Optimization exercise on an open flow, not production practice.
Function not checked: every run shown here.
Power: default activity.

[flow/run.sh]
#!/bin/bash
set -euo pipefail
export BUFFER_PORTS_ARGS="-buffer_cell sky130_fd_sc_hd__buf_2"
bash standard.sh > flow_make.log 2>&1
[constraint.sdc]
create_clock -name core_clock -period 7.5 [get_ports {clk}]
set_input_delay 1.5000 -clock core_clock [delete_from_list [all_inputs] [get_ports {clk}]]
set_output_delay 1.5000 -clock core_clock [all_outputs]
set_load 0.01 [all_outputs]
[standard.sh]
#!/bin/bash
# synth_recipe.tcl (not shown) runs the flow's synth.tcl, then flattens the netlist and writes it again
# the make line also repeats each setting of config.mk as NAME=value (left out here)
make -C /OpenROAD-flow-scripts/flow DESIGN_CONFIG=/design/flow/config.mk WORK_HOME=/design/flow/orfs CLKGATE_MAP_FILE= SYNTH_SCRIPT=/design/flow/synth_recipe.tcl "${@:-finish}"
[design.v]
module CNC(
    clk,
    rst_n,
    IN_VALID,
    MODE,
    IN,
    OUT_VALID,
    OUT
    );
input           clk, rst_n, IN_VALID;
input   [ 1:0]  MODE;
input   [ 7:0]  IN;
output          OUT_VALID;
output  [16:0]  OUT;
reg        OUT_VALID;
reg [16:0] OUT;
reg p1, p2, p3, p4, p5;
reg mul, sub;
reg [4:0]  BO, BT, BN;  
reg [8:0]  X;      
reg [8:0]  S;      
reg [15:0] P;      
wire busy = p1 | p2 | p3;
wire [8:0] V = p4 ? S : {IN[7], IN};
wire       vneg = p3 & mul;
wire [10:0] Vx = {V[8], V, 1'b0};
wire [4:0] vo, vt, vn;
genvar k;
generate for (k = 0; k < 5; k = k + 1) begin : enc
    assign vo[k] = Vx[2*k+1] ^ Vx[2*k];
    assign vt[k] = (Vx[2*k+2] & ~Vx[2*k+1] & ~Vx[2*k]) | (~Vx[2*k+2] & Vx[2*k+1] & Vx[2*k]);
    assign vn[k] = (Vx[2*k+2] & ~(Vx[2*k+1] & Vx[2*k])) ^ (vneg & (vo[k] | vt[k]));
end endgenerate
wire       s_keep = p3 | (p2 & !mul);
wire       s_in   = !(p2 & !mul);
wire       s_neg  = p3 & sub;
wire [8:0] s_a    = s_keep ? S : 9'd0;
wire [8:0] s_b    = s_in ? ({IN[7], IN} ^ {9{s_neg}}) : 9'd0;
wire [8:0] s_next = s_a + s_b + s_neg;
reg         g;                                   
reg         a1en;                                
wire [16:0] A1 = a1en ? OUT : 17'd0;
    wire pp0_0 = ((BO[0] & X[0])) ^ BN[0];
    wire pp0_1 = ((BO[0] & X[1]) | (BT[0] & X[0])) ^ BN[0];
    wire pp0_2 = ((BO[0] & X[2]) | (BT[0] & X[1])) ^ BN[0];
    wire pp0_3 = ((BO[0] & X[3]) | (BT[0] & X[2])) ^ BN[0];
    wire pp0_4 = ((BO[0] & X[4]) | (BT[0] & X[3])) ^ BN[0];
    wire pp0_5 = ((BO[0] & X[5]) | (BT[0] & X[4])) ^ BN[0];
    wire pp0_6 = ((BO[0] & X[6]) | (BT[0] & X[5])) ^ BN[0];
    wire pp0_7 = ((BO[0] & X[7]) | (BT[0] & X[6])) ^ BN[0];
    wire pp0_8 = ((BO[0] & X[8]) | (BT[0] & X[7])) ^ BN[0];
    wire pp0_9 = ~(((BO[0] & X[8]) | (BT[0] & X[8])) ^ BN[0]);
    wire pp1_0 = ((BO[1] & X[0])) ^ BN[1];
    wire pp1_1 = ((BO[1] & X[1]) | (BT[1] & X[0])) ^ BN[1];
    wire pp1_2 = ((BO[1] & X[2]) | (BT[1] & X[1])) ^ BN[1];
    wire pp1_3 = ((BO[1] & X[3]) | (BT[1] & X[2])) ^ BN[1];
    wire pp1_4 = ((BO[1] & X[4]) | (BT[1] & X[3])) ^ BN[1];
    wire pp1_5 = ((BO[1] & X[5]) | (BT[1] & X[4])) ^ BN[1];
    wire pp1_6 = ((BO[1] & X[6]) | (BT[1] & X[5])) ^ BN[1];
    wire pp1_7 = ((BO[1] & X[7]) | (BT[1] & X[6])) ^ BN[1];
    wire pp1_8 = ((BO[1] & X[8]) | (BT[1] & X[7])) ^ BN[1];
    wire pp1_9 = ~(((BO[1] & X[8]) | (BT[1] & X[8])) ^ BN[1]);
    wire pp2_0 = ((BO[2] & X[0])) ^ BN[2];
    wire pp2_1 = ((BO[2] & X[1]) | (BT[2] & X[0])) ^ BN[2];
    wire pp2_2 = ((BO[2] & X[2]) | (BT[2] & X[1])) ^ BN[2];
    wire pp2_3 = ((BO[2] & X[3]) | (BT[2] & X[2])) ^ BN[2];
    wire pp2_4 = ((BO[2] & X[4]) | (BT[2] & X[3])) ^ BN[2];
    wire pp2_5 = ((BO[2] & X[5]) | (BT[2] & X[4])) ^ BN[2];
    wire pp2_6 = ((BO[2] & X[6]) | (BT[2] & X[5])) ^ BN[2];
    wire pp2_7 = ((BO[2] & X[7]) | (BT[2] & X[6])) ^ BN[2];
    wire pp2_8 = ((BO[2] & X[8]) | (BT[2] & X[7])) ^ BN[2];
    wire pp2_9 = ~(((BO[2] & X[8]) | (BT[2] & X[8])) ^ BN[2]);
    wire pp3_0 = ((BO[3] & X[0])) ^ BN[3];
    wire pp3_1 = ((BO[3] & X[1]) | (BT[3] & X[0])) ^ BN[3];
    wire pp3_2 = ((BO[3] & X[2]) | (BT[3] & X[1])) ^ BN[3];
    wire pp3_3 = ((BO[3] & X[3]) | (BT[3] & X[2])) ^ BN[3];
    wire pp3_4 = ((BO[3] & X[4]) | (BT[3] & X[3])) ^ BN[3];
    wire pp3_5 = ((BO[3] & X[5]) | (BT[3] & X[4])) ^ BN[3];
    wire pp3_6 = ((BO[3] & X[6]) | (BT[3] & X[5])) ^ BN[3];
    wire pp3_7 = ((BO[3] & X[7]) | (BT[3] & X[6])) ^ BN[3];
    wire pp3_8 = ((BO[3] & X[8]) | (BT[3] & X[7])) ^ BN[3];
    wire pp3_9 = ~(((BO[3] & X[8]) | (BT[3] & X[8])) ^ BN[3]);
    wire pp4_0 = ((BO[4] & X[0])) ^ BN[4];
    wire pp4_1 = ((BO[4] & X[1]) | (BT[4] & X[0])) ^ BN[4];
    wire pp4_2 = ((BO[4] & X[2]) | (BT[4] & X[1])) ^ BN[4];
    wire pp4_3 = ((BO[4] & X[3]) | (BT[4] & X[2])) ^ BN[4];
    wire pp4_4 = ((BO[4] & X[4]) | (BT[4] & X[3])) ^ BN[4];
    wire pp4_5 = ((BO[4] & X[5]) | (BT[4] & X[4])) ^ BN[4];
    wire pp4_6 = ((BO[4] & X[6]) | (BT[4] & X[5])) ^ BN[4];
    wire pp4_7 = ((BO[4] & X[7]) | (BT[4] & X[6])) ^ BN[4];
    wire pp4_8 = ((BO[4] & X[8]) | (BT[4] & X[7])) ^ BN[4];
    wire a2_1 = g & ~P[0];
    wire a2_2 = g & ~P[1];
    wire a2_3 = g & ~P[2];
    wire a2_4 = g & ~P[3];
    wire a2_5 = g & ~P[4];
    wire a2_6 = g & ~P[5];
    wire a2_7 = g & ~P[6];
    wire a2_8 = g & ~P[7];
    wire a2_9 = g & ~P[8];
    wire a2_10 = g & ~P[9];
    wire a2_11 = g & ~P[10];
    wire a2_12 = g & ~P[11];
    wire a2_13 = g & ~P[12];
    wire a2_14 = g & ~P[13];
    wire a2_15 = g & ~P[14];
    wire a2_16 = g & ~P[15];
    wire ts0, tc0;
    CNC_ha uts0 (.a(pp0_6), .b(pp1_4), .s(ts0), .co(tc0));
    wire ts1, tc1;
    CNC_ha uts1 (.a(pp0_7), .b(pp1_5), .s(ts1), .co(tc1));
    wire ts2, ts2x, tc2;
CNC_x2 uts2a (.a(pp0_8), .b(pp1_6), .s(ts2x));
CNC_x2 uts2b (.a(ts2x), .b(pp2_4), .s(ts2));
CNC_mj utc2 (.a(pp0_8), .b(pp1_6), .c(pp2_4), .co(tc2));
    wire ts3, tc3;
    CNC_ha uts3 (.a(pp3_2), .b(pp4_0), .s(ts3), .co(tc3));
    wire ts4 = ~(pp0_9 ^ pp1_7);
    wire tc4 = pp0_9 | pp1_7;
    wire ts5, ts5x, tc5;
CNC_x2 uts5a (.a(pp2_5), .b(pp3_3), .s(ts5x));
CNC_x2 uts5b (.a(ts5x), .b(pp4_1), .s(ts5));
CNC_mj utc5 (.a(pp2_5), .b(pp3_3), .c(pp4_1), .co(tc5));
    wire ts6 = ~(pp1_8 ^ pp2_6);
    wire tc6 = pp1_8 | pp2_6;
    wire ts7, tc7;
    CNC_ha uts7 (.a(pp3_4), .b(pp4_2), .s(ts7), .co(tc7));
    wire ts8, ts8x, tc8;
CNC_x2 uts8a (.a(pp1_9), .b(pp2_7), .s(ts8x));
CNC_x2 uts8b (.a(ts8x), .b(pp3_5), .s(ts8));
CNC_mj utc8 (.a(pp1_9), .b(pp2_7), .c(pp3_5), .co(tc8));
    wire ts9 = ~pp2_8;
    wire tc9 = pp2_8;
    wire ts10, tc10;
    CNC_ha uts10 (.a(pp0_2), .b(pp1_0), .s(ts10), .co(tc10));
    wire ts11, tc11;
    CNC_ha uts11 (.a(pp0_3), .b(pp1_1), .s(ts11), .co(tc11));
    wire ts12, tc12;
CNC_fa uts12 (.a(pp0_4), .b(pp1_2), .c(pp2_0), .s(ts12), .co(tc12));
    wire ts13, tc13;
    CNC_ha uts13 (.a(BN[2]), .b(A1[4]), .s(ts13), .co(tc13));
    wire ts14, tc14;
CNC_fa uts14 (.a(pp0_5), .b(pp1_3), .c(pp2_1), .s(ts14), .co(tc14));
    wire ts15, tc15;
    CNC_ha uts15 (.a(A1[5]), .b(a2_5), .s(ts15), .co(tc15));
    wire ts16, tc16;
CNC_fa uts16 (.a(pp2_2), .b(pp3_0), .c(BN[3]), .s(ts16), .co(tc16));
    wire ts17, ts17x, tc17;
CNC_x2 uts17a (.a(A1[6]), .b(a2_6), .s(ts17x));
CNC_x2 uts17b (.a(ts17x), .b(ts0), .s(ts17));
CNC_mj utc17 (.a(A1[6]), .b(a2_6), .c(ts0), .co(tc17));
    wire ts18, tc18;
CNC_fa uts18 (.a(pp2_3), .b(pp3_1), .c(A1[7]), .s(ts18), .co(tc18));
    wire ts19, ts19x, tc19;
CNC_x2 uts19a (.a(a2_7), .b(tc0), .s(ts19x));
CNC_x2 uts19b (.a(ts19x), .b(ts1), .s(ts19));
CNC_mj utc19 (.a(a2_7), .b(tc0), .c(ts1), .co(tc19));
    wire ts20, tc20;
CNC_fa uts20 (.a(BN[4]), .b(A1[8]), .c(a2_8), .s(ts20), .co(tc20));
    wire ts21, ts21x, tc21;
CNC_x2 uts21a (.a(tc1), .b(ts3), .s(ts21x));
CNC_x2 uts21b (.a(ts21x), .b(ts2), .s(ts21));
CNC_mj utc21 (.a(tc1), .b(ts3), .c(ts2), .co(tc21));
    wire ts22, tc22;
CNC_fa uts22 (.a(A1[9]), .b(a2_9), .c(tc3), .s(ts22), .co(tc22));
    wire ts23, ts23x, tc23;
CNC_x2 uts23a (.a(tc2), .b(ts4), .s(ts23x));
CNC_x2 uts23b (.a(ts23x), .b(ts5), .s(ts23));
CNC_mj utc23 (.a(tc2), .b(ts4), .c(ts5), .co(tc23));
    wire ts24, ts24x, tc24;
CNC_x2 uts24a (.a(A1[10]), .b(a2_10), .s(ts24x));
CNC_x2 uts24b (.a(ts24x), .b(ts7), .s(ts24));
CNC_mj utc24 (.a(A1[10]), .b(a2_10), .c(ts7), .co(tc24));
    wire ts25, ts25x, tc25;
CNC_x2 uts25a (.a(tc4), .b(tc5), .s(ts25x));
CNC_x2 uts25b (.a(ts25x), .b(ts6), .s(ts25));
CNC_mj utc25 (.a(tc4), .b(tc5), .c(ts6), .co(tc25));
    wire ts26, tc26;
CNC_fa uts26 (.a(pp4_3), .b(A1[11]), .c(a2_11), .s(ts26), .co(tc26));
    wire ts27, tc27;
CNC_fa uts27 (.a(tc7), .b(tc6), .c(ts8), .s(ts27), .co(tc27));
    wire ts28, tc28;
CNC_fa uts28 (.a(pp3_6), .b(pp4_4), .c(A1[12]), .s(ts28), .co(tc28));
    wire ts29, ts29x, tc29;
CNC_x2 uts29a (.a(a2_12), .b(ts9), .s(ts29x));
CNC_x2 uts29b (.a(ts29x), .b(tc8), .s(ts29));
CNC_mj utc29 (.a(a2_12), .b(ts9), .c(tc8), .co(tc29));
    wire ts30, tc30;
CNC_fa uts30 (.a(pp2_9), .b(pp3_7), .c(pp4_5), .s(ts30), .co(tc30));
    wire ts31, tc31;
CNC_fa uts31 (.a(A1[13]), .b(a2_13), .c(tc9), .s(ts31), .co(tc31));
    wire ts32 = ~(pp3_8 ^ pp4_6);
    wire tc32 = pp3_8 | pp4_6;
    wire ts33, tc33;
    CNC_ha uts33 (.a(A1[14]), .b(a2_14), .s(ts33), .co(tc33));
    wire ts34, tc34;
CNC_fa uts34 (.a(pp3_9), .b(pp4_7), .c(A1[15]), .s(ts34), .co(tc34));
    wire ts35 = ~pp4_8;
    wire tc35 = pp4_8;
    wire ts36, tc36;
    CNC_ha uts36 (.a(pp0_1), .b(A1[1]), .s(ts36), .co(tc36));
    wire ts37, tc37;
CNC_fa uts37 (.a(BN[1]), .b(A1[2]), .c(a2_2), .s(ts37), .co(tc37));
    wire ts38, tc38;
CNC_fa uts38 (.a(A1[3]), .b(a2_3), .c(tc10), .s(ts38), .co(tc38));
    wire ts39, tc39;
CNC_fa uts39 (.a(a2_4), .b(tc11), .c(ts13), .s(ts39), .co(tc39));
    wire ts40, tc40;
CNC_fa uts40 (.a(tc13), .b(ts15), .c(tc12), .s(ts40), .co(tc40));
    wire ts41, tc41;
CNC_fa uts41 (.a(tc15), .b(tc14), .c(ts16), .s(ts41), .co(tc41));
    wire ts42, ts42x, tc42;
CNC_x2 uts42a (.a(tc16), .b(ts18), .s(ts42x));
CNC_x2 uts42b (.a(ts42x), .b(tc17), .s(ts42));
CNC_mj utc42 (.a(tc16), .b(ts18), .c(tc17), .co(tc42));
    wire ts43, ts43x, tc43;
CNC_x2 uts43a (.a(tc18), .b(ts20), .s(ts43x));
CNC_x2 uts43b (.a(ts43x), .b(tc19), .s(ts43));
CNC_mj utc43 (.a(tc18), .b(ts20), .c(tc19), .co(tc43));
    wire ts44, ts44x, tc44;
CNC_x2 uts44a (.a(tc20), .b(ts22), .s(ts44x));
CNC_x2 uts44b (.a(ts44x), .b(tc21), .s(ts44));
CNC_mj utc44 (.a(tc20), .b(ts22), .c(tc21), .co(tc44));
    wire ts45, ts45x, tc45;
CNC_x2 uts45a (.a(tc22), .b(ts24), .s(ts45x));
CNC_x2 uts45b (.a(ts45x), .b(tc23), .s(ts45));
CNC_mj utc45 (.a(tc22), .b(ts24), .c(tc23), .co(tc45));
    wire ts46, ts46x, tc46;
CNC_x2 uts46a (.a(ts26), .b(tc24), .s(ts46x));
CNC_x2 uts46b (.a(ts46x), .b(tc25), .s(ts46));
CNC_mj utc46 (.a(ts26), .b(tc24), .c(tc25), .co(tc46));
    wire ts47, ts47x, tc47;
CNC_x2 uts47a (.a(tc26), .b(ts28), .s(ts47x));
CNC_x2 uts47b (.a(ts47x), .b(ts29), .s(ts47));
CNC_mj utc47 (.a(tc26), .b(ts28), .c(ts29), .co(tc47));
    wire ts48, ts48x, tc48;
CNC_x2 uts48a (.a(tc28), .b(ts30), .s(ts48x));
CNC_x2 uts48b (.a(ts48x), .b(ts31), .s(ts48));
CNC_mj utc48 (.a(tc28), .b(ts30), .c(ts31), .co(tc48));
    wire ts49, tc49;
CNC_fa uts49 (.a(ts33), .b(tc30), .c(ts32), .s(ts49), .co(tc49));
    wire ts50, tc50;
CNC_fa uts50 (.a(a2_15), .b(tc33), .c(tc32), .s(ts50), .co(tc50));
    wire ts51, tc51;
CNC_fa uts51 (.a(A1[16]), .b(a2_16), .c(ts35), .s(ts51), .co(tc51));
    wire ts52, tc52;
    CNC_ha uts52 (.a(pp0_0), .b(BN[0]), .s(ts52), .co(tc52));
    wire ts53, tc53;
CNC_fa uts53 (.a(a2_1), .b(g), .c(ts36), .s(ts53), .co(tc53));
    wire ts54, tc54;
CNC_fa uts54 (.a(tc36), .b(ts10), .c(ts37), .s(ts54), .co(tc54));
    wire ts55, tc55;
CNC_fa uts55 (.a(ts11), .b(tc37), .c(ts38), .s(ts55), .co(tc55));
    wire ts56, tc56;
CNC_fa uts56 (.a(ts12), .b(tc38), .c(ts39), .s(ts56), .co(tc56));
    wire ts57, tc57;
CNC_fa uts57 (.a(ts14), .b(tc39), .c(ts40), .s(ts57), .co(tc57));
    wire ts58, ts58x, tc58;
CNC_x2 uts58a (.a(ts17), .b(tc40), .s(ts58x));
CNC_x2 uts58b (.a(ts58x), .b(ts41), .s(ts58));
CNC_mj utc58 (.a(ts17), .b(tc40), .c(ts41), .co(tc58));
    wire ts59, ts59x, tc59;
CNC_x2 uts59a (.a(ts19), .b(tc41), .s(ts59x));
CNC_x2 uts59b (.a(ts59x), .b(ts42), .s(ts59));
CNC_mj utc59 (.a(ts19), .b(tc41), .c(ts42), .co(tc59));
    wire ts60, ts60x, tc60;
CNC_x2 uts60a (.a(ts21), .b(tc42), .s(ts60x));
CNC_x2 uts60b (.a(ts60x), .b(ts43), .s(ts60));
CNC_mj utc60 (.a(ts21), .b(tc42), .c(ts43), .co(tc60));
    wire ts61, ts61x, tc61;
CNC_x2 uts61a (.a(ts23), .b(tc43), .s(ts61x));
CNC_x2 uts61b (.a(ts61x), .b(ts44), .s(ts61));
CNC_mj utc61 (.a(ts23), .b(tc43), .c(ts44), .co(tc61));
    wire ts62, ts62x, tc62;
CNC_x2 uts62a (.a(ts25), .b(tc44), .s(ts62x));
CNC_x2 uts62b (.a(ts62x), .b(ts45), .s(ts62));
CNC_mj utc62 (.a(ts25), .b(tc44), .c(ts45), .co(tc62));
    wire ts63, ts63x, tc63;
CNC_x2 uts63a (.a(ts27), .b(tc45), .s(ts63x));
CNC_x2 uts63b (.a(ts63x), .b(ts46), .s(ts63));
CNC_mj utc63 (.a(ts27), .b(tc45), .c(ts46), .co(tc63));
    wire ts64, ts64x, tc64;
CNC_x2 uts64a (.a(tc27), .b(tc46), .s(ts64x));
CNC_x2 uts64b (.a(ts64x), .b(ts47), .s(ts64));
CNC_mj utc64 (.a(tc27), .b(tc46), .c(ts47), .co(tc64));
    wire ts65, ts65x, tc65;
CNC_x2 uts65a (.a(tc29), .b(ts48), .s(ts65x));
CNC_x2 uts65b (.a(ts65x), .b(tc47), .s(ts65));
CNC_mj utc65 (.a(tc29), .b(ts48), .c(tc47), .co(tc65));
    wire ts66, tc66;
CNC_fa uts66 (.a(tc31), .b(ts49), .c(tc48), .s(ts66), .co(tc66));
    wire ts67, tc67;
CNC_fa uts67 (.a(ts34), .b(ts50), .c(tc49), .s(ts67), .co(tc67));
    wire ts68, tc68;
CNC_fa uts68 (.a(tc34), .b(ts51), .c(tc50), .s(ts68), .co(tc68));
    wire [16:0] R0 = {ts68, ts67, ts66, tc64, tc63, tc62, tc61, tc60, tc59, tc58, tc57, tc56, tc55, tc54, tc53, tc52, A1[0]};
    wire [16:0] R1 = {tc67, tc66, tc65, ts65, ts64, ts63, ts62, ts61, ts60, ts59, ts58, ts57, ts56, ts55, ts54, ts53, ts52};
    wire [16:0] M = R0 + R1;
always @(posedge clk) begin
    OUT <= M;
    g    <= p4 & mul;
    a1en <= p3 | (p4 & mul) | ((p1 | p2) & !mul);
    P[15:9] <= OUT[15:9];
    P[8:0]  <= p3 ? X + OUT[8:0] : OUT[8:0];
    BO  <= vo;
    BT  <= vt;
    BN  <= vn;
    S   <= s_next;
    if (!rst_n)          X <= 9'h001;
    else if (p1)         X <= mul ? 9'h001 : 9'h000;
    else if (p2)         X <= mul ? OUT[8:0] : (sub ? 9'h1ff : 9'h001);
    else if (p3)         X <= mul ? OUT[8:0] : 9'h000;
    else if (p4)         X <= mul ? P[8:0] : 9'h001;
    else                 X <= 9'h001;
end
always @(posedge clk) begin
    if (!(busy | p4 | p5)) begin
        mul <= MODE[1];
        sub <= MODE[0];
    end
end
always @(posedge clk) begin
    if (!rst_n) begin
        p1 <= 1'b0; p2 <= 1'b0; p3 <= 1'b0; p4 <= 1'b0; p5 <= 1'b0;
        OUT_VALID <= 1'b0;
    end else begin
        p1 <= IN_VALID & !busy;
        p2 <= p1;
        p3 <= p2;
        p4 <= p3;
        p5 <= p4;
        OUT_VALID <= p4 | p5;
    end
end
endmodule
module CNC_fa(a, b, c, s, co);
input a, b, c;
output s, co;
assign s = a ^ b ^ c;
assign co = (a & b) | (a & c) | (b & c);
endmodule
module CNC_x2(a, b, s);
input a, b;
output s;
assign s = a ^ b;
endmodule
module CNC_mj(a, b, c, co);
input a, b, c;
output co;
assign co = (a & b) | (a & c) | (b & c);
endmodule
module CNC_ha(a, b, s, co);
input a, b;
output s, co;
assign s = a ^ b;
assign co = a & b;
endmodule
[config.mk]
export PLATFORM = sky130hd
export DESIGN_NAME = CNC
export DESIGN_NICKNAME = CNC
export VERILOG_FILES = /design/flow/design.v
export SDC_FILE = /design/flow/constraint.sdc
export NUM_CORES = 4
export LEC_CHECK = 0
export CAP_MARGIN = 20
export CORE_MARGIN = 2
export CORE_UTILIZATION = 65
export SETUP_SLACK_MARGIN = 3.6
export SLEW_MARGIN = 20
export SYNTH_HIERARCHICAL = 1
export SYNTH_MINIMUM_KEEP_SIZE = 0
==> run_results.csv, run 1 <==
group,metric,value,unit
run_status,status,"timing/DRC/antenna clean",
floorplan,dieHeight,103,um
flow_run,max-cap-violations,0,
floorplan,die_area,10600,um^2
timing,fin_skew,0.0132,ns
clock_network,cts_max_path_buffers,2,
global_route,grt_pass1_vias,4936,
worst_hold_path,hold_class,"flop to flop",
synthesis,synth.top_cell.area_share,23.0,%
layout,nets,802,
timing,min_period,3.80,ns
synthesis,synth-edff-count,2,
layout,drive_gt1_share,21.3,%
synthesis,synth_seq_area_share,23.9,%
critical_path,worstPathRequired,7.81,ns
synthesis,ys_seq_elements,75,
timing,slew_headroom,36.7,%
detailed_routing,vias_per_cell,5.86,
timing,setup_viol,0,
global_route,overflow,0,
layout,area_growth,11.2,%
clock_network,cts_buffers,9,
detailed_routing,wirelength,14500,um
floorplan,start_util,66.0,%
global_route,grt_pass1_wl,23800,um
synthesis,syn_inst,688,
timing,tns,0,ns
synthesis,synth.area.top_cells,"dfxtp_1 23%, xor2_1 10%, fa_1 10%",
placed_design,place_congestion,0.887,
synthesis,yosys_warnings,7,
detailed_routing,drtIter0Drc,327,
detailed_routing,drtPass1Iterations,5,
floorplan,dieWidth,103,um
layout,num_antenna_cells,0,
critical_path,end_kind,"flop",
timing,rsz0062_at_grt,"false",
synthesis,async_reset_ff_share,0,%
timing,worst_slack,3.70,ns
placed_design,hpwl,11100,um
timing,final-max-slew-violation-count,0,
critical_path,cp_max_fo,9,
floorplan,io_pins,31,
synthesis,syn-cell-area,6370,um^2
power,peakVddDrop,267,uV
synthesis,synth_fp_nets,782,
synthesis,synth_top_flop_cell,"dfxtp_1",
floorplan,coreArea,9640,um^2
placed_design,portBuffers,30,
floorplan,rows,36,
synthesis,yosysUniqueCellTypes,58,
critical_path,cp-start-kind,"flop",
critical_path,critPathKind,"flop to flop",
global_route,grt_max_degree,20,
timing,fmax,263,MHz
power,power_density,413,nW/um^2
timing,hold_violations,0,
synthesis,synth_top_area_cell,"dfxtp_1",
detailed_routing,drc_errors,0,
timing,worstMarginPinSlew,0.948,ns
synthesis,synth.avg_cell_area,9.25,um^2
global_route,grt_usage,28.8,%
power,power.leakage,3.01,nW
synthesis,synth_common_cells,"74 x xor2_1, 73 x dfxtp_1, 61 x xnor2_1, 49 x ha_1, 49 x nand2_1",
clock_network,clkTransAtPathRegs,0.09,ns
placed_design,place_ws,3.44,ns
layout,fillers,759,
detailed_routing,routedWlPerCell,17.2,um
timing,period_share,50.6,%
detailed_routing,ant_nets,0,
synthesis,yosysMostFrequentCell,"xor2_1",
critical_path,arrival,4.10,ns
clock_network,clk_latency,0.36,ns
clock_network,cts.sinks,75,
global_route,antenna_found_initial,0,
clock_network,root_buffer,"clkbuf_8",
detailed_routing,dr_total_vias,4958,
clock_network,htreeDepth,3,
clock_network,cts_tree,"built",
[kinds of logic (layout without fill, tap and decap cells)]
kind of cell	count (synthesis)	after routing	share of synthesized area, %
AOI/OAI and AO/OA	130	130	14.0
buffers and inverters	63	88	3.77
DFF	75	75	23.9
adders and majority gates	106	106	24.1
xor gates and xnor gates	135	135	18.6
muxes	15	15	2.52
and+or+nand+nor	164	164	13.2
[repair_timing]
action	4_1_cts	5_1_grt
buffers inserted	0	14
hold endpoints to repair	0	0
gates resized for setup	26	46
pin swaps	0	17
endpoints found under the setup margin	4	4
gates cloned	0	0
hold buffers	0	0
[layout by cell type, fill, tap and decap left out, types with 5 or more instances in the layout]
cell type  count
dfxtp_2        7
buf_4         12
inv_1         27
and2_1        23
maj3_2        25
a22oi_2        8
a22oi_1       24
clkbuf_8       9
xnor2_1       58
nand2_1       49
buf_2         31
nor2_1        29
nor2b_1       27
dfxtp_4       18
fa_1          32
nor3_1         5
mux2i_1        7
dfxtp_1       48
nand3_1        7
o21ai_0       24
nand2b_1       5
mux2_2         8
a21o_1         6
a21oi_1       21
xor2_1        70
ha_1          44
a221oi_1       8
[where the power goes]
| group | leakage [nW] | internal, W | switching [W] |
|---|---|---|---|
| sequential | 0.642 | 0.000534 | 0.000143 |
| combinational | 2.27 | 0.000902 | 0.00102 |
| clock | 0.102 | 0.000156 | 0.000170 |
[flip-flops by register name, summed over array words and instances, names as in the netlist]
register,flops
BN,5
BO,5
BT,4
OUT,17
OUT_VALID,1
P,16
S,9
X,9
a1en,1
g,1
mul,1
p1,1
p2,1
p3,1
p4,1
p5,1
sub,1
[per-module statistics from Yosys (local to each module, per instance)]
module	area, um^2	times used
CNC_ha	12.5	11
CNC	4950	1
CNC_fa	20.0	28
CNC_mj	11.3	25
CNC_x2	8.76	50
[worst max-delay path: stages (launching register included)]
cell,delay (ns)
dfxtp_4,0.40
a22oi_2,0.24
xnor2_2,0.16
xor2_1,0.23
xor2_1,0.15
maj3_2,0.38
maj3_2,0.36
xor2_2,0.18
xor2_1,0.15
ha_2,0.22
a2111oi_4,0.34
o21ai_1,0.11
o211ai_1,0.13
a21oi_2,0.13
or4b_1,0.48
nand4_1,0.08
[path summary, 6_finish.rpt]
kind / from / end / cells after the start / slack (ns)
max: X[2]$_SDFF_PP0_ / OUT[14]$_DFF_P_ / 15 / 3.70
min: OUT[13]$_DFF_P_ / P[13]$_DFF_P_ / 0 / 0.38
max reg2reg: X[2]$_SDFF_PP0_ / OUT[14]$_DFF_P_ / 15 / 3.70
min reg2reg: OUT[13]$_DFF_P_ / P[13]$_DFF_P_ / 0 / 0.38
[layer usage]
metal | track usage (%) | share of wire [%] | vias to the layer above
met5 | 0 | 0 | -
met4 | 9.92 | 1.6 | 0
met3 | 4.47 | 4.3 | 24
met2 | 47.2 | 47 | 132
met1 | 39.0 | 47 | 2398
li1 | - | - | 2404
[metrics by stage]
| stage | area (um^2) | hold WS, ns | total power [W] | cells | utilization [%] |
|---|---|---|---|---|---|
| global placement | 6550 | 0.369 | 0.00234 | 816 | 67.9 |
| finish | 7080 | 0.382 | 0.00293 | 846 | 73.5 |
| global route | 7080 | 0.401 | 0.00316 | 846 | 73.5 |
| detailed placement | 6550 | 0.371 | 0.00238 | 816 | 67.9 |
| floorplan | 6370 | 0.389 | 0.00201 | 688 | - |
| CTS | 6780 | 0.383 | 0.00272 | 832 | 70.3 |
[cell type report]
| class | count | area [um^2] | share of cell area (%) |
|---|---|---|---|
| repair buffers | 44 | 250 | 3.53 |
| clock inverters | 7 | 73.8 | 1.04 |
| flip-flops and latches | 75 | 1600 | 22.6 |
| well taps | 133 | 166 | 2.35 |
| inverters | 28 | 105 | 1.48 |
| multi-input cells | 550 | 4760 | 67.3 |
| clock buffers | 9 | 124 | 1.75 |
==> run 2: changes to the inputs <==
--- a/config.mk
+++ b/config.mk
@@ -8,7 +8,7 @@
 export CAP_MARGIN = 20
 export CORE_MARGIN = 2
 export CORE_UTILIZATION = 65
-export SETUP_SLACK_MARGIN = 3.6
+export SETUP_SLACK_MARGIN = 3.8
 export SLEW_MARGIN = 20
 export SYNTH_HIERARCHICAL = 1
 export SYNTH_MINIMUM_KEEP_SIZE = 0
==> run_results.csv, run 2 <==
group,metric,value,unit
layout,nets,808,
placed_design,hpwl,10900,um
timing,worstMarginPinSlew,0.832,ns
layout,area_growth,13.4,%
synthesis,synth_fp_nets,782,
critical_path,worstPathRequired,7.81,ns
placed_design,portBuffers,30,
clock_network,htreeDepth,3,
floorplan,coreArea,9640,um^2
critical_path,cp_max_fo,10,
power,power_density,440,nW/um^2
clock_network,clkTransAtPathRegs,0.09,ns
clock_network,clk_latency,0.37,ns
timing,min_period,3.76,ns
layout,finalInstanceArea,7220,um^2
timing,fin_skew,0.0151,ns
critical_path,arrival,4.07,ns
power,post-layout-total-power,0.00317,W
clock_network,cts.sinks,75,
timing,rsz0062_at_grt,"true",
synthesis,synth_seq_area_share,23.9,%
clock_network,cts_tree,"built",
detailed_routing,drtIter0Drc,290,
synthesis,syn_inst,688,
detailed_routing,dr_total_vias,4963,
synthesis,synth_top_flop_cell,"dfxtp_1",
critical_path,reg2reg_to,"OUT[14]$_DFF_P_",
clock_network,root_buffer,"clkbuf_8",
worst_hold_path,hold_depth,0,
worst_hold_path,min_to,"P[13]$_DFF_P_",
detailed_routing,wirelength,14700,um
timing,slew_headroom,44.4,%
placed_design,place_congestion,0.885,
floorplan,dieWidth,103,um
run_status,status,"timing/DRC/antenna clean",
timing,hold_violations,0,
timing,period_share,50.1,%
power,peakVddDrop,316,uV
synthesis,synth.top_cell.area_share,23.0,%
layout,final_cell_mix,"70 x xor2_1, 57 x xnor2_1, 49 x nand2_1",
layout,num_antenna_cells,0,
global_route,overflow,0,
floorplan,dieHeight,103,um
clock_network,holdBufCountCts,0,
global_route,grt_usage,28.4,%
layout,regMostFlops,"OUT",
layout,drive_gt1_share,23.2,%
detailed_routing,ant_nets,0,
power,power.leakage,3.06,nW
synthesis,yosys_warnings,7,
synthesis,synth_top_area_cell,"dfxtp_1",
detailed_routing,vias_per_cell,5.83,
synthesis,synth-edff-count,2,
timing,final-max-slew-violation-count,0,
synthesis,yosysMostFrequentCell,"xor2_1",
detailed_routing,drc_errors,0,
timing,tns,0,ns
critical_path,cp-start-kind,"flop",
timing,fin_hold_ws,0.382,ns
timing,fmax,266,MHz
synthesis,syn-cell-area,6370,um^2
layout,largest_reg_flops,17,
synthesis,synth.area.top_cells,"dfxtp_1 23%, xor2_1 10%, fa_1 10%",
layout,layout_commonest_cell,"xor2_1",
clock_network,cts_max_path_buffers,2,
critical_path,r2r-start,"X[3]$_SDFF_PP0_",
placed_design,placed_cell_area,6550,um^2
global_route,grt_pass1_wl,23300,um
synthesis,synth_common_cells,"74 x xor2_1, 73 x dfxtp_1, 61 x xnor2_1, 49 x ha_1, 49 x nand2_1",
timing,setup_viol,0,
detailed_routing,routedWlPerCell,17.2,um
floorplan,rows,36,
global_route,grt_max_degree,20,
floorplan,io_pins,31,
synthesis,ys_seq_elements,75,
worst_hold_path,hold_class,"flop to flop",
critical_path,critPathKind,"flop to flop",
critical_path,worst_path_largest_cell_delay,0.51,ns
synthesis,synth.avg_cell_area,9.25,um^2
global_route,grt_pass1_vias,4722,
critical_path,worstPathCellList,"a22oi_1 -> xnor2_1 -> maj3_2 -> maj3_2 -> maj3_2 -> xor2_1 -> xor2_1 -> ha_2 -> buf_6 -> nand4_1 -> nor2_1 -> a21oi_2 -> a21oi_2 -> or4b_1 -> nand4_1",
critical_path,crit_top_cell,"maj3_2",
worst_hold_path,hp-start,"OUT[13]$_DFF_P_",
layout,top_regs,"OUT x17, P x16",
critical_path,r2r_slack,3.74,ns
floorplan,die_area,10600,um^2
detailed_routing,drtPass1Iterations,5,
synthesis,yosysUniqueCellTypes,58,
floorplan,start_util,66.0,%
critical_path,reg2regPathDepth,15,
clock_network,cts_buffers,9,
critical_path,end_kind,"flop",
global_route,antenna_found_initial,0,
flow_run,max-cap-violations,0,
synthesis,async_reset_ff_share,0,%
critical_path,cpMaxStageDelayCell,"or4b_1",
[run 2: cell count changes in the layout (fill, tap and decap cells not counted), sizes merged]
cell	change
inv	-1
bufinv	+1
buf	+7
clkinv	-1
[run 2: metal layers]
| layer | routed length, um | part of all wire, % | GRT usage (%) |
|---|---|---|---|
| met4 | 222 | 1.5 | 10.0 |
| met5 | 0 | 0 | 0 |
| met1 | 6770 | 46 | 39.2 |
| met3 | 678 | 4.6 | 3.53 |
| met2 | 7000 | 48 | 46.2 |
[run 2: cell families after synthesis]
logic type | after synthesis | synth area share (%)
flops | 75 | 23.9
fa+ha+maj | 106 | 24.1
simple gates | 164 | 13.2
buf+inv | 63 | 3.77
mux | 15 | 2.52
xor+xnor | 135 | 18.6
compound gates | 130 | 14.0
[run 2: how the worst max path moves through the flow]
stage | from | to | slack (ns)
after detailed placement | BN[1]$_DFF_P_ | OUT[14]$_DFF_P_ | 3.39
after global placement | X[3]$_SDFF_PP0_ | OUT[14]$_DFF_P_ | 3.50
after CTS | X[6]$_SDFF_PP0_ | OUT[14]$_DFF_P_ | 3.80
final | X[3]$_SDFF_PP0_ | OUT[14]$_DFF_P_ | 3.74
after floorplan | BO[0]$_DFF_P_ | OUT[15]$_DFF_P_ | 3.80
after global routing | X[5]$_SDFF_PP0_ | OUT[15]$_DFF_P_ | 3.59
[run 2: layout make-up]
cell class              count  area, um^2
multi-input cells         550        4830
fillers                   716        2420
flip-flops and latches     75        1600
repair buffers             50         308
well taps                 133         166
clock buffers              10         128
inverters                  28         105
clock inverters             6        86.3
[run 2: modules after synthesis, one instance, submodules excluded]
module / flops+latches / cell area, um^2
CNC: 75 / 4950
CNC_fa: 0 / 20.0
CNC_ha: 0 / 12.5
CNC_mj: 0 / 11.3
CNC_x2: 0 / 8.76
[run 2: worst max-delay path: cells and delay by family, from the launching register on]
family | cells | cell delay, ns
simple gates | 4 | 0.76
flops | 1 | 0.40
fa+ha+maj | 4 | 1.40
buf+inv | 1 | 0.13
compound gates | 3 | 0.51
xor+xnor | 3 | 0.51
[run 2: timing repair]
item | 4_1_cts | 5_1_grt
gates cloned | 0 | 0
gates resized for setup | 51 | 36
buffers inserted | 11 | 9
pin swaps | 16 | 35
endpoints found under the setup margin | 7 | 9
[run 2: power breakdown]
group / internal [W] / switching [W] / total [W]
sequential: 0.000534 / 0.000143 / 0.000677
clock: 0.000189 / 0.000172 / 0.000360
combinational: 0.00102 / 0.00111 / 0.00214
[run 2: through the flow]
stage	setup WS (ns)	instances	util, %
after global routing	3.59	852	74.9
after floorplan	3.80	688	-
after CTS	3.80	843	72.4
after global placement	3.50	816	67.9
after detailed placement	3.39	816	67.9
final	3.74	852	74.9
==> run 3: changes to the inputs <==
--- a/config.mk
+++ b/config.mk
@@ -8,7 +8,7 @@
 export CAP_MARGIN = 20
 export CORE_MARGIN = 2
 export CORE_UTILIZATION = 65
-export SETUP_SLACK_MARGIN = 3.8
+export SETUP_SLACK_MARGIN = 3.4
 export SLEW_MARGIN = 20
 export SYNTH_HIERARCHICAL = 1
 export SYNTH_MINIMUM_KEEP_SIZE = 0
==> run_results.csv, run 3 <==
group,metric,value,unit
run_status,status,"timing/DRC/antenna clean",
placed_design,placed_cell_area,6550,um^2
layout,fillers,815,
power,peakVddDrop,222,uV
floorplan,start_util,66.0,%
power,power.leakage,2.93,nW
synthesis,synth.area.top_cells,"dfxtp_1 23%, xor2_1 10%, fa_1 10%",
synthesis,syn-cell-area,6370,um^2
global_route,grt_pass1_wl,23800,um
critical_path,cp_max_fo,11,
layout,drive_gt1_share,16.8,%
synthesis,yosysUniqueCellTypes,58,
placed_design,place_inst,816,
layout,finalInstanceArea,6840,um^2
synthesis,synth_top_flop_cell,"dfxtp_1",
synthesis,synth_seq_area_share,23.9,%
layout,layout_commonest_cell,"xor2_1",
critical_path,critPathKind,"flop to flop",
synthesis,synth.top_cell.area_share,23.0,%
synthesis,synth-edff-count,2,
floorplan,rows,36,
layout,regArea,1580,um^2
global_route,grt_max_degree,20,
timing,fmax,256,MHz
placed_design,portBuffers,30,
floorplan,io_pins,31,
detailed_routing,wirelength,14000,um
synthesis,yosys_warnings,7,
detailed_routing,vias_per_cell,5.80,
detailed_routing,dr_total_vias,4845,
placed_design,place_congestion,0.887,
critical_path,r2r_slack,3.59,ns
global_route,grt_usage,28.8,%
clock_network,cts.sinks,75,
clock_network,root_buffer,"clkbuf_8",
detailed_routing,routedWlPerCell,16.8,um
layout,area_growth,7.37,%
timing,slew_headroom,36.2,%
clock_network,cts_tree,"built",
detailed_routing,drc_errors,0,
synthesis,synth_top_area_cell,"dfxtp_1",
timing,worstMarginPinSlew,0.955,ns
worst_hold_path,hold_depth,0,
global_route,overflow,0,
placed_design,hpwl,11100,um
synthesis,synth_common_cells,"74 x xor2_1, 73 x dfxtp_1, 61 x xnor2_1, 49 x ha_1, 49 x nand2_1",
timing,min_period,3.91,ns
power,post-layout-total-power,0.00275,W
floorplan,dieHeight,103,um
flow_run,max-cap-violations,0,
critical_path,arrival,4.21,ns
clock_network,holdBufCountCts,0,
synthesis,syn_inst,688,
worst_hold_path,hold_class,"flop to flop",
critical_path,reg2regPathDepth,14,
layout,nets,791,
timing,tns,0,ns
clock_network,clk_latency,0.36,ns
layout,multi_input_area,4610,um^2
timing,hold_violations,0,
synthesis,synth_fp_nets,782,
clock_network,cts_max_path_buffers,2,
clock_network,clkTransAtPathRegs,0.09,ns
global_route,antenna_found_initial,0,
layout,final_cell_mix,"74 x xor2_1, 61 x xnor2_1, 49 x nand2_1",
critical_path,worstPathRequired,7.81,ns
detailed_routing,drtPass1Iterations,5,
global_route,grt_pass1_vias,4945,
critical_path,cp-start-kind,"flop",
timing,rsz0062_at_grt,"false",
floorplan,coreArea,9640,um^2
layout,num_antenna_cells,0,
timing,setup_viol,0,
timing,fin_skew,0.0152,ns
synthesis,ys_seq_elements,75,
layout,fin_cells,835,
clock_network,cts_buffers,9,
layout,largest_reg_flops,17,
timing,fin_hold_ws,0.382,ns
timing,final-max-slew-violation-count,0,
floorplan,die_area,10600,um^2
timing,period_share,52.1,%
detailed_routing,ant_nets,0,
floorplan,dieWidth,103,um
clock_network,htreeDepth,3,
layout,regMostFlops,"OUT",
synthesis,synth.avg_cell_area,9.25,um^2
synthesis,yosysMostFrequentCell,"xor2_1",
synthesis,async_reset_ff_share,0,%
power,power_density,402,nW/um^2
layout,top_regs,"OUT x17, P x16",
critical_path,end_kind,"flop",
detailed_routing,drtIter0Drc,393,
run 3: cell count changes in the layout (fill, tap and decap cells not counted), moves of 6 or more:
cell and change:
buf_4 -15, dfxtp_4 -8, a22oi_2 -8, ha_1 +6
dfxtp_2 +8, a22oi_1 +8
run 3: layer usage:
metal | vias to the layer above | global-route usage, % | part of all wire (%)
met4 | 0 | 9.92 | 1.6
met3 | 24 | 4.47 | 3.9
met1 | 2333 | 38.9 | 47
li1 | 2387 | - | -
met2 | 101 | 47.3 | 47
met5 | - | 0 | 0
run 3: through the flow:
step | worst slack (ns) | utilization (%)
finish | 3.59 | 70.9
global route | 3.38 | 70.9
CTS | 3.40 | 70.0
detailed placement | 3.44 | 67.9
global placement | 3.49 | 67.9
floorplan | 3.68 | -
run 3: Yosys stat by module, one instance, submodules excluded:
module  cell area (um^2)  times used  flip-flops and latches  cells inside
CNC_fa              20.0          28                       0             1
CNC                 4950           1                      75           574
CNC_mj              11.3          25                       0             1
CNC_x2              8.76          50                       0             1
CNC_ha              12.5          11                       0             1
run 3: layout make-up:
type | count | share of cell area (%)
clock inverters | 7 | 1.08
clock buffers | 9 | 1.81
well taps | 133 | 2.43
repair buffers | 33 | 2.53
flip-flops and latches | 75 | 23.1
multi-input cells | 550 | 67.5
inverters | 28 | 1.54
run 3: cells by family (layout without fill, tap and decap cells):
| group | count (synthesis) | after routing | synth area share, % |
|---|---|---|---|
| muxes | 15 | 15 | 2.52 |
| buffers and inverters | 63 | 77 | 3.77 |
| and+or+nand+nor | 164 | 164 | 13.2 |
| xor gates and xnor gates | 135 | 135 | 18.6 |
| DFF | 75 | 75 | 23.9 |
| AOI/OAI and AO/OA | 130 | 130 | 14.0 |
| adders and majority gates | 106 | 106 | 24.1 |
run 3: path summary, 6_finish.rpt:
path              startpoint               to
max          X[1]$_SDFF_PP0_  OUT[14]$_DFF_P_
min          OUT[13]$_DFF_P_    P[13]$_DFF_P_
max reg2reg  X[1]$_SDFF_PP0_  OUT[14]$_DFF_P_
min reg2reg  OUT[13]$_DFF_P_    P[13]$_DFF_P_
run 3: worst max-delay path: stages (launching register included):
cell and delay [ns]:
dfxtp_4 0.41, a22oi_1 0.23, xnor2_1 0.10, ha_1 0.22, fa_1 0.48, xor2_1 0.19
xor2_1 0.18, buf_4 0.14, maj3_2 0.30, ha_1 0.40, or3_1 0.37, o211ai_1 0.13
a21oi_2 0.13, or4b_1 0.48, nand4_1 0.08
run 3: where the power goes:
group / leakage [nW] / switching [W] / internal, W / total [W]
Sequential: 0.640 / 0.000141 / 0.000535 / 0.000676
Clock: 0.102 / 0.000170 / 0.000156 / 0.000326
Combinational: 2.19 / 0.000945 / 0.000801 / 0.00175
run 3: repair_timing:
action                     4_1_cts  5_1_grt
gates resized for setup          1       38
setup endpoints to repair        1        5
pin swaps                        0        3
setup buffers                    0        3
==> run 4: changes to the inputs <==
--- a/config.mk
+++ b/config.mk
@@ -8,7 +8,7 @@
 export CAP_MARGIN = 20
 export CORE_MARGIN = 2
 export CORE_UTILIZATION = 65
-export SETUP_SLACK_MARGIN = 3.4
+export SETUP_SLACK_MARGIN = 3.2
 export SLEW_MARGIN = 20
 export SYNTH_HIERARCHICAL = 1
 export SYNTH_MINIMUM_KEEP_SIZE = 0
==> run_results.csv, run 4 <==
group,metric,value,unit
global_route,overflow,0,
critical_path,cpMaxStageDelayCell,"dfxtp_1",
clock_network,htreeDepth,3,
synthesis,synth.top_cell.area_share,23.0,%
critical_path,cp_max_fo,11,
timing,tns,0,ns
detailed_routing,dr_total_vias,4833,
synthesis,synth-xor-area-share,18.6,%
synthesis,synth_top_area_cell,"dfxtp_1",
timing,worstMarginPinSlew,0.953,ns
clock_network,cts_tree,"built",
clock_network,cts_max_path_buffers,2,
power,peakVddDrop,221,uV
synthesis,synth.area.top_cells,"dfxtp_1 23%, xor2_1 10%, fa_1 10%",
critical_path,arrival,4.37,ns
placed_design,hpwl,11100,um
critical_path,worstPathRequired,7.81,ns
worst_hold_path,min_to,"P[13]$_DFF_P_",
synthesis,synth_common_cells,"74 x xor2_1, 73 x dfxtp_1, 61 x xnor2_1, 49 x ha_1, 49 x nand2_1",
floorplan,coreArea,9640,um^2
global_route,grt_pass1_vias,4945,
timing,fin_skew,0.0168,ns
detailed_routing,drtIter0Drc,318,
layout,area_growth,6.27,%
synthesis,muxShareOfSynthArea,2.52,%
critical_path,r2r_slack,3.44,ns
timing,slew_headroom,36.4,%
synthesis,synth_fp_nets,782,
clock_network,cts_buffers,9,
synthesis,synth_simple_gate_area_share,13.2,%
synthesis,yosysUniqueCellTypes,58,
synthesis,synth-edff-count,2,
detailed_routing,vias_per_cell,5.81,
critical_path,reg2regPathDepth,14,
layout,top_regs,"OUT x17, P x16",
global_route,antenna_found_initial,0,
timing,final-max-slew-violation-count,0,
floorplan,die_area,10600,um^2
clock_network,clk_latency,0.37,ns
worst_hold_path,hold_depth,0,
worst_hold_path,hold_class,"flop to flop",
floorplan,dieWidth,103,um
clock_network,root_buffer,"clkbuf_8",
placed_design,place_ws,3.44,ns
worst_hold_path,hp-start,"OUT[13]$_DFF_P_",
critical_path,end_kind,"flop",
layout,layout_commonest_cell,"xor2_1",
placed_design,place_congestion,0.887,
synthesis,yosys_warnings,7,
detailed_routing,drc_errors,0,
layout,nets,788,
critical_path,path_delay_family,"adder cells",
critical_path,critPathKind,"flop to flop",
global_route,grt_usage,28.8,%
synthesis,syn_inst,688,
synthesis,synth.avg_cell_area,9.25,um^2
synthesis,synth_seq_area_share,23.9,%
critical_path,r2r-start,"BO[0]$_DFF_P_",
synthesis,synth_compound_area_share,14.0,%
clock_network,post_cts_buffers,0,
timing,worst_slack,3.44,ns
synthesis,synth_top_family_by_area,"adder cells",
timing,period_share,54.2,%
placed_design,placed_cell_area,6550,um^2
detailed_routing,drtPass1Iterations,5,
global_route,grt_max_degree,20,
layout,drive_gt1_share,14.9,%
run_status,status,"timing/DRC/antenna clean",
detailed_routing,ant_nets,0,
layout,largest_reg_flops,17,
layout,final_cell_mix,"74 x xor2_1, 61 x xnor2_1, 57 x dfxtp_1",
flow_run,max-cap-violations,0,
clock_network,cts.sinks,75,
floorplan,rows,36,
floorplan,io_pins,31,
synthesis,synth_top_flop_cell,"dfxtp_1",
synthesis,ys_seq_elements,75,
synthesis,syn-cell-area,6370,um^2
global_route,grt_pass1_wl,23800,um
critical_path,worst_path_largest_cell_delay,0.54,ns
critical_path,worstPathCellList,"a22oi_1 -> xnor2_1 -> ha_1 -> maj3_2 -> maj3_2 -> xor2_1 -> xor2_1 -> ha_1 -> a2111oi_2 -> o21ai_1 -> o211ai_1 -> a21oi_2 -> or4b_1 -> nand4_1",
layout,finalInstanceArea,6770,um^2
critical_path,cp.buffers_inverters,0,
timing,hold_violations,0,
timing,min_period,4.06,ns
layout,num_antenna_cells,0,
power,power.leakage,2.91,nW
floorplan,dieHeight,103,um
timing,fmax,246,MHz
power,power_density,402,nW/um^2
clock_network,clkTransAtPathRegs,0.09,ns
timing,setup_viol,0,
critical_path,cp-start-kind,"flop",
timing,rsz0062_at_grt,"false",
floorplan,start_util,66.0,%
synthesis,async_reset_ff_share,0,%
synthesis,yosysMostFrequentCell,"xor2_1",
synthesis,synth-adder-area-share,24.1,%
layout,regMostFlops,"OUT",
detailed_routing,routedWlPerCell,16.9,um
placed_design,portBuffers,30,
detailed_routing,wirelength,14000,um
critical_path,reg2reg_to,"OUT[14]$_DFF_P_",
[run 4: changes by cell type in the layout (fill, tap and decap cells not counted), moves of 2 or more]
cell and delta:
buf_4 -3, dfxtp_1 +9, dfxtp_2 +2, dfxtp_4 -11
[run 4: kinds of logic after synthesis]
family,Yosys count
AO/OA/AOI/OAI,130
buffers and inverters,63
flip-flops,75
AND/OR/NAND/NOR,164
multiplexers,15
XOR/XNOR,135
adder cells (fa/ha/maj),106
[run 4: metal layers]
| metal | track usage [%] | vias up | wire length (um) |
|---|---|---|---|
| met4 | 9.92 | 0 | 229 |
| met5 | 0 | - | 0 |
| met2 | 47.3 | 125 | 6530 |
| met1 | 38.9 | 2308 | 6580 |
| met3 | 4.47 | 28 | 687 |
| li1 | - | 2372 | - |
[run 4: cell type report]
class | instances | area (um^2)
Clock buffer | 9 | 124
Clock inverter | 7 | 73.8
Fill cell | 815 | 2870
Inverter | 28 | 105
Multi-Input combinational cell | 550 | 4600
Sequential cell | 75 | 1540
Tap cell | 133 | 166
Timing Repair Buffer | 30 | 150
[run 4: timing repair]
action | in CTS | in global routing
setup endpoints to repair | 0 | 3
hold buffers | 0 | 0
hold endpoints to repair | 0 | 0
resized for setup | 0 | 16
[run 4: Yosys stat by module, one instance, submodules excluded]
module	times used	area [um^2]	flip-flops and latches	cells inside
CNC	1	4950	75	574
CNC_fa	28	20.0	0	1
CNC_ha	11	12.5	0	1
CNC_mj	25	11.3	0	1
CNC_x2	50	8.76	0	1
[run 4: worst reg2reg max path, stage by stage, from the launching register on]
cell	delay (ns)
dfxtp_1	0.54
a22oi_1	0.17
xnor2_1	0.15
ha_1	0.34
maj3_2	0.35
maj3_2	0.34
xor2_1	0.18
xor2_1	0.16
ha_1	0.43
a2111oi_2	0.41
o21ai_1	0.11
o211ai_1	0.15
a21oi_2	0.13
or4b_1	0.48
nand4_1	0.08
[run 4: worst max-delay path by stage]
stage	startpoint	end	slack (ns)	cells after the start
2_1_floorplan	BN[1]$_DFF_P_	OUT[15]$_DFF_P_	3.68	14
3_3_place_gp	X[3]$_SDFF_PP0_	OUT[14]$_DFF_P_	3.49	13
3_5_place_dp	BN[1]$_DFF_P_	OUT[14]$_DFF_P_	3.44	13
4_1_cts	X[3]$_SDFF_PP0_	OUT[14]$_DFF_P_	3.40	13
5_1_grt	BT[1]$_DFF_P_	OUT[16]$_DFF_P_	3.20	13
6_report	BO[0]$_DFF_P_	OUT[14]$_DFF_P_	3.44	14
[run 4: where the power goes]
group	switching (W)	total [W]	internal [W]
sequential	0.000141	0.000677	0.000536
clock	0.000170	0.000326	0.000156
combinational	0.000934	0.00172	0.000784
total	0.00125	0.00272	0.00148
[run 4: per-stage QoR]
stage | total power, W | hold slack [ns] | std cells | utilization [%]
after floorplan | 0.00201 | 0.389 | 688 | -
after global placement | 0.00234 | 0.369 | 816 | 67.9
after detailed placement | 0.00238 | 0.371 | 816 | 67.9
after CTS | 0.00271 | 0.383 | 832 | 70.0
after global routing | 0.00296 | 0.401 | 832 | 70.2
final | 0.00272 | 0.382 | 832 | 70.2
==> run 5: changes to the inputs <==
--- a/config.mk
+++ b/config.mk
@@ -7,8 +7,8 @@
 export LEC_CHECK = 0
 export CAP_MARGIN = 20
 export CORE_MARGIN = 2
-export CORE_UTILIZATION = 65
-export SETUP_SLACK_MARGIN = 3.2
+export CORE_UTILIZATION = 55
+export SETUP_SLACK_MARGIN = 3.6
 export SLEW_MARGIN = 20
 export SYNTH_HIERARCHICAL = 1
 export SYNTH_MINIMUM_KEEP_SIZE = 0
==> run_results.csv, run 5 <==
group,metric,value,unit
timing,rsz0062_at_grt,"true",
layout,final_cell_mix,"70 x xor2_1, 60 x xnor2_1, 49 x nand2_1",
clock_network,cts_max_path_buffers,2,
timing,fin_skew,0.00985,ns
floorplan,dieWidth,112,um
synthesis,synth-edff-count,2,
timing,final-max-slew-violation-count,0,
floorplan,start_util,56.0,%
clock_network,cts_buffers,9,
critical_path,r2r-start,"X[6]$_SDFF_PP0_",
global_route,grt_pass1_wl,24000,um
layout,area_growth,11.7,%
synthesis,ys_seq_elements,75,
detailed_routing,vias_per_cell,5.68,
flow_run,max-cap-violations,0,
floorplan,dieHeight,112,um
synthesis,synth-adder-area-share,24.1,%
synthesis,synth_simple_gate_area_share,13.2,%
critical_path,arrival,4.12,ns
layout,drive_gt1_share,19.4,%
global_route,grt.busiest_layer,"met2",
floorplan,rows,39,
placed_design,place_congestion,0.884,
layout,num_antenna_cells,0,
global_route,overflow,0,
critical_path,worstPathRequired,7.78,ns
critical_path,cp_max_fo,10,
synthesis,synth_fp_nets,782,
global_route,met3_usage,3.48,%
synthesis,muxShareOfSynthArea,2.52,%
clock_network,holdBufCountCts,0,
clock_network,htreeDepth,3,
layout,regArea,1590,um^2
synthesis,synth_common_cells,"74 x xor2_1, 73 x dfxtp_1, 61 x xnor2_1, 49 x ha_1, 49 x nand2_1",
critical_path,cp-start-kind,"flop",
timing,period_share,51.2,%
timing,worstMarginPinSlew,0.934,ns
critical_path,worstPathCellList,"a22oi_1 -> xnor2_1 -> xor2_1 -> xor2_1 -> maj3_2 -> maj3_2 -> xor2_2 -> xor2_1 -> ha_2 -> or3_1 -> o211ai_1 -> a21oi_2 -> or4b_1 -> nand4_1",
power,peakVddDrop,400,uV
layout,fin_cells,851,
run_status,status,"timing/DRC/antenna clean",
placed_design,portBuffers,30,
worst_hold_path,hp-start,"OUT[13]$_DFF_P_",
detailed_routing,routedWlPerCell,17.0,um
critical_path,cpMaxStageDelayCell,"or4b_1",
critical_path,cp.buffers_inverters,0,
synthesis,yosys_warnings,7,
clock_network,cts_tree,"built",
power,power.leakage,3.01,nW
layout,multi_input_area,4730,um^2
synthesis,yosysUniqueCellTypes,58,
layout,nets,797,
placed_design,hpwl,11200,um
clock_network,clkTransAtPathRegs,0.06,ns
synthesis,synth.area.top_cells,"dfxtp_1 23%, xor2_1 10%, fa_1 10%",
layout,largest_reg_flops,17,
synthesis,synth_compound_area_share,14.0,%
timing,min_period,3.84,ns
placed_design,place_inst,826,
synthesis,synth_top_family_by_area,"adder cells",
global_route,grt_max_degree,20,
layout,finalInstanceArea,7110,um^2
synthesis,syn_inst,688,
synthesis,yosysMostFrequentCell,"xor2_1",
critical_path,end_kind,"flop",
clock_network,cts.sinks,75,
synthesis,async_reset_ff_share,0,%
synthesis,syn-cell-area,6370,um^2
global_route,grtUsageMet1,32.7,%
floorplan,io_pins,31,
placed_design,placed_cell_area,6560,um^2
floorplan,coreArea,11400,um^2
critical_path,critPathKind,"flop to flop",
timing,slew_headroom,37.6,%
synthesis,synth_top_area_cell,"dfxtp_1",
synthesis,synth.avg_cell_area,9.25,um^2
layout,fillers,960,
detailed_routing,drtPass1Iterations,5,
layout,regMostFlops,"OUT",
clock_network,root_buffer,"clkbuf_16",
timing,setup_viol,0,
global_route,grt_usage,24.1,%
detailed_routing,drtIter0Drc,364,
timing,tns,0,ns
critical_path,path_delay_family,"adder cells",
synthesis,synth-xor-area-share,18.6,%
layout,layout_commonest_cell,"xor2_1",
global_route,grt_pass1_vias,4870,
global_route,grt_use_met2,39.5,%
global_route,antenna_found_initial,0,
synthesis,synth.top_cell.area_share,23.0,%
critical_path,crit_start,"X[6]$_SDFF_PP0_",
detailed_routing,wirelength,14500,um
clock_network,clk_latency,0.35,ns
worst_hold_path,hold_class,"flop to flop",
timing,hold_violations,0,
critical_path,worst_path_largest_cell_delay,0.48,ns
synthesis,synth_top_flop_cell,"dfxtp_1",
synthesis,synth_seq_area_share,23.9,%
detailed_routing,dr_total_vias,4834,
detailed_routing,ant_nets,0,
power,power_density,424,nW/um^2
critical_path,crit_top_cell,"xor2_1",
floorplan,die_area,12500,um^2
layout,top_regs,"OUT x17, P x16",
timing,fmax,260,MHz
detailed_routing,drc_errors,0,
[run 5: repair_timing]
action                                 in CTS  in global routing
setup buffers                               0                  9
gates resized for setup                    25                 36
pin swaps                                   0                 13
setup endpoints to repair                   4                  4
endpoints found under the hold margin       0                  0
[run 5: routing by layer]
layer,share of wire (%),wire (um),up-vias
met5,0,0,-
met4,1.9,270,0
met3,3.4,490,22
met2,46,6720,102
met1,48,6970,2311
li1,-,-,2399
[run 5: through the flow]
| stage | util, % | setup WS [ns] | power, W | hold WS [ns] |
|---|---|---|---|---|
| finish | 62.6 | 3.66 | 0.00301 | 0.371 |
| floorplan | - | 3.68 | 0.00201 | 0.389 |
| detailed placement | 57.7 | 3.39 | 0.00238 | 0.364 |
| global route | 62.6 | 3.55 | 0.00326 | 0.386 |
| CTS | 60.6 | 3.63 | 0.00284 | 0.372 |
| global placement | 57.7 | 3.46 | 0.00235 | 0.366 |
[run 5: Yosys stat by module (local to each module, per instance)]
module / area (um^2) / times used / cells inside / flip-flops and latches
CNC: 4950 / 1 / 574 / 75
CNC_mj: 11.3 / 25 / 1 / 0
CNC_ha: 12.5 / 11 / 1 / 0
CNC_x2: 8.76 / 50 / 1 / 0
CNC_fa: 20.0 / 28 / 1 / 0
[run 5: cell families (layout without fill, tap and decap cells)]
kind of cell	after synthesis	count (layout)
multiplexers	15	15
AND/OR/NAND/NOR	164	164
buffers and inverters	63	83
adder cells (fa/ha/maj)	106	106
AO/OA/AOI/OAI	130	130
XOR/XNOR	135	135
flip-flops	75	75
[run 5: worst reg2reg max path: cells and delay by family (launching register included)]
| family | cells | cell delay [ns] |
|---|---|---|
| XOR/XNOR | 5 | 0.90 |
| AND/OR/NAND/NOR | 3 | 0.92 |
| flip-flops | 1 | 0.39 |
| AO/OA/AOI/OAI | 3 | 0.52 |
| adder cells (fa/ha/maj) | 3 | 1.04 |
[run 5: worst paths after layout]
kind         slack [ns]  cells past startpoint              end
max                3.66                     14  OUT[14]$_DFF_P_
max reg2reg        3.66                     14  OUT[14]$_DFF_P_
min                0.37                      0    P[13]$_DFF_P_
min reg2reg        0.37                      0    P[13]$_DFF_P_
[run 5: area by class of cell]
| class | instances | area share, % |
|---|---|---|
| Clock buffer | 9 | 3.17 |
| Clock inverter | 7 | 0.950 |
| Inverter | 28 | 1.48 |
| Multi-Input combinational cell | 550 | 66.5 |
| Sequential cell | 75 | 22.4 |
| Tap cell | 143 | 2.52 |
| Timing Repair Buffer | 39 | 3.03 |
[run 5: where the power goes]
group          internal, W  switching (W)
logic             0.000906        0.00100
registers         0.000536       0.000138
clock network     0.000256       0.000177
==> run 6: changes to the inputs <==
--- a/config.mk
+++ b/config.mk
@@ -7,7 +7,7 @@
 export LEC_CHECK = 0
 export CAP_MARGIN = 20
 export CORE_MARGIN = 2
-export CORE_UTILIZATION = 55
+export CORE_UTILIZATION = 75
 export SETUP_SLACK_MARGIN = 3.6
 export SLEW_MARGIN = 20
 export SYNTH_HIERARCHICAL = 1
==> run_results.csv, run 6 <==
group,metric,value,unit
synthesis,synth.avg_cell_area,9.25,um^2
timing,fin_hold_ws,0.385,ns
clock_network,cts_buffers,9,
detailed_routing,drc_errors,0,
worst_hold_path,hold_depth,0,
synthesis,synth_top_flop_cell,"dfxtp_1",
floorplan,rows,33,
power,peakVddDrop,247,uV
timing,min_period,3.99,ns
power,p_clk_share,11.4,%
layout,largest_reg_flops,17,
power,p_int,0.00169,W
synthesis,synth.top_cell.area_share,23.0,%
critical_path,cp_max_fo,11,
flow_run,max-cap-violations,0,
layout,area_growth,11.2,%
timing,setup_viol,0,
layout,final_cell_mix,"69 x xor2_1, 58 x xnor2_1, 49 x nand2_1",
synthesis,synth_common_cells,"74 x xor2_1, 73 x dfxtp_1, 61 x xnor2_1, 49 x ha_1, 49 x nand2_1",
synthesis,syn_inst,688,
placed_design,hpwl,11500,um
critical_path,end_kind,"flop",
clock_network,cts_tree,"built",
power,combinationalPowerShare,66.8,%
placed_design,place_congestion,0.956,
critical_path,reg2reg_to,"OUT[14]$_DFF_P_",
layout,nets,802,
timing,worstMarginPinSlew,0.834,ns
synthesis,yosysMostFrequentCell,"xor2_1",
clock_network,root_buffer,"clkbuf_8",
detailed_routing,dr_total_vias,5395,
global_route,grt_usage,35.1,%
power,power.switching,0.00151,W
floorplan,start_util,77.5,%
critical_path,critPathKind,"flop to flop",
global_route,grt_max_degree,20,
global_route,grt_pass1_vias,5130,
power,power.share.switching,47.2,%
detailed_routing,drtIter0Drc,523,
global_route,overflow,0,
layout,drive_gt1_share,21.5,%
layout,top_regs,"OUT x17, P x16",
synthesis,yosysUniqueCellTypes,58,
critical_path,worstPathRequired,7.82,ns
floorplan,coreArea,8220,um^2
run_status,status,"timing/DRC/antenna clean",
layout,num_antenna_cells,0,
synthesis,ys_seq_elements,75,
synthesis,syn-cell-area,6370,um^2
critical_path,reg2regPathDepth,15,
clock_network,cts.sinks,75,
worst_hold_path,hp-start,"OUT[11]$_DFF_P_",
power,power_density,452,nW/um^2
clock_network,clk_latency,0.38,ns
critical_path,r2r-start,"X[8]$_SDFF_PP0_",
layout,layout_commonest_cell,"xor2_1",
global_route,grt_pass1_wl,24700,um
power,post-layout-total-power,0.00320,W
timing,period_share,53.2,%
timing,hold_violations,0,
critical_path,r2r_slack,3.51,ns
timing,rsz0062_at_grt,"true",
timing,tns,0,ns
synthesis,async_reset_ff_share,0,%
synthesis,synth_fp_nets,782,
clock_network,htreeDepth,3,
power,seq_power_share,21.8,%
layout,fillers,450,
global_route,antenna_found_initial,0,
floorplan,dieWidth,96.1,um
worst_hold_path,hold_class,"flop to flop",
power,power.leakage,3.02,nW
critical_path,arrival,4.31,ns
floorplan,dieHeight,96.1,um
detailed_routing,wirelength,17300,um
synthesis,synth_top_area_cell,"dfxtp_1",
clock_network,clkTransAtPathRegs,0.10,ns
timing,fmax,250,MHz
placed_design,portBuffers,30,
worst_hold_path,min_to,"P[11]$_DFF_P_",
synthesis,synth_seq_area_share,23.9,%
timing,slew_headroom,44.3,%
critical_path,cp-start-kind,"flop",
detailed_routing,routedWlPerCell,21.1,um
timing,fin_skew,0.0206,ns
synthesis,synth-edff-count,2,
detailed_routing,drtPass1Iterations,7,
floorplan,die_area,9240,um^2
synthesis,synth.area.top_cells,"dfxtp_1 23%, xor2_1 10%, fa_1 10%",
clock_network,cts_max_path_buffers,2,
floorplan,io_pins,31,
detailed_routing,ant_nets,0,
timing,final-max-slew-violation-count,0,
layout,regMostFlops,"OUT",
synthesis,yosys_warnings,7,
detailed_routing,vias_per_cell,6.60,
[run 6: cell counts after synthesis]
No cell type changed its count.
[run 6: how the worst max path moves through the flow]
| stage | to | slack, ns | startpoint | cells after the start |
|---|---|---|---|---|
| after global routing | OUT[14]$_DFF_P_ | 3.31 | X[8]$_SDFF_PP0_ | 14 |
| after detailed placement | OUT[14]$_DFF_P_ | 3.36 | X[3]$_SDFF_PP0_ | 13 |
| after global placement | OUT[14]$_DFF_P_ | 3.46 | X[3]$_SDFF_PP0_ | 13 |
| final | OUT[14]$_DFF_P_ | 3.51 | X[8]$_SDFF_PP0_ | 15 |
| after floorplan | OUT[15]$_DFF_P_ | 3.68 | BN[1]$_DFF_P_ | 14 |
| after CTS | OUT[14]$_DFF_P_ | 3.60 | X[1]$_SDFF_PP0_ | 14 |
[run 6: per-module statistics from Yosys (local to each module, per instance)]
module  copies in the design  cells inside  flops+latches  area (um^2)
CNC_x2                    50             1              0         8.76
CNC                        1           574             75         4950
CNC_ha                    11             1              0         12.5
CNC_fa                    28             1              0         20.0
CNC_mj                    25             1              0         11.3
[run 6: area by class of cell]
cell class	count	area, um^2	area share [%]
multi-input combinational	550	4770	67.3
clock buffer	10	149	2.10
inverter	28	105	1.48
tap	105	131	1.86
sequential	75	1600	22.6
timing repair buffer	44	253	3.57
clock inverter	6	76.3	1.08
[run 6: metrics by stage]
stage                     instance area, um^2  cells  util, %  setup WS (ns)
final                                    7080    818     86.2           3.51
after global routing                     7080    818     86.2           3.31
after CTS                                6810    806     82.8           3.60
after detailed placement                 6510    788     79.3           3.36
after global placement                   6510    788     79.3           3.46
after floorplan                          6370    688        -           3.68
[run 6: power by group through the flow]
| stage | clock [W] | combinational (W) | sequential [W] |
|---|---|---|---|
| after floorplan | 0 | 0.00139 | 0.000623 |
| final | 0.000365 | 0.00214 | 0.000699 |
| after global routing | 0.000378 | 0.00229 | 0.000704 |
| after CTS | 0.000359 | 0.00176 | 0.000683 |
| after global placement | 0 | 0.00163 | 0.000685 |
| after detailed placement | 0 | 0.00172 | 0.000687 |
[run 6: critical path, cell delays in order, from the launching register on]
cell,delay [ns]
dfxtp_4,0.40
a22oi_1,0.27
xnor2_1,0.18
buf_4,0.16
maj3_2,0.31
maj3_2,0.35
maj3_2,0.37
xor2_2,0.16
xor2_1,0.15
ha_2,0.24
a2111oi_4,0.31
o21ai_1,0.13
o211ai_1,0.16
a21oi_2,0.14
or4b_1,0.52
nand4_1,0.08
[run 6: metal layers]
metal | vias up | wire [um] | track usage (%)
li1 | 2397 | - | -
met1 | 2593 | 6930 | 43.9
met2 | 334 | 8330 | 59.5
met3 | 71 | 1390 | 7.28
met4 | 0 | 632 | 13.1
met5 | - | 0 | 0
[run 6: repair_timing]
action | in CTS | in global routing
setup endpoints to repair | 4 | 5
buffers inserted | 2 | 12
gates resized for setup | 34 | 39
pin swaps | 2 | 23
hold buffers | 0 | 0
[run 6: cell families (layout without fill, tap and decap cells)]
family | Yosys count | in the layout | share of synthesized area, %
xor+xnor | 135 | 135 | 18.6
fa+ha+maj | 106 | 106 | 24.1
flops | 75 | 75 | 23.9
mux | 15 | 15 | 2.52
compound gates | 130 | 130 | 14.0
simple gates | 164 | 164 | 13.2
buf+inv | 63 | 88 | 3.77
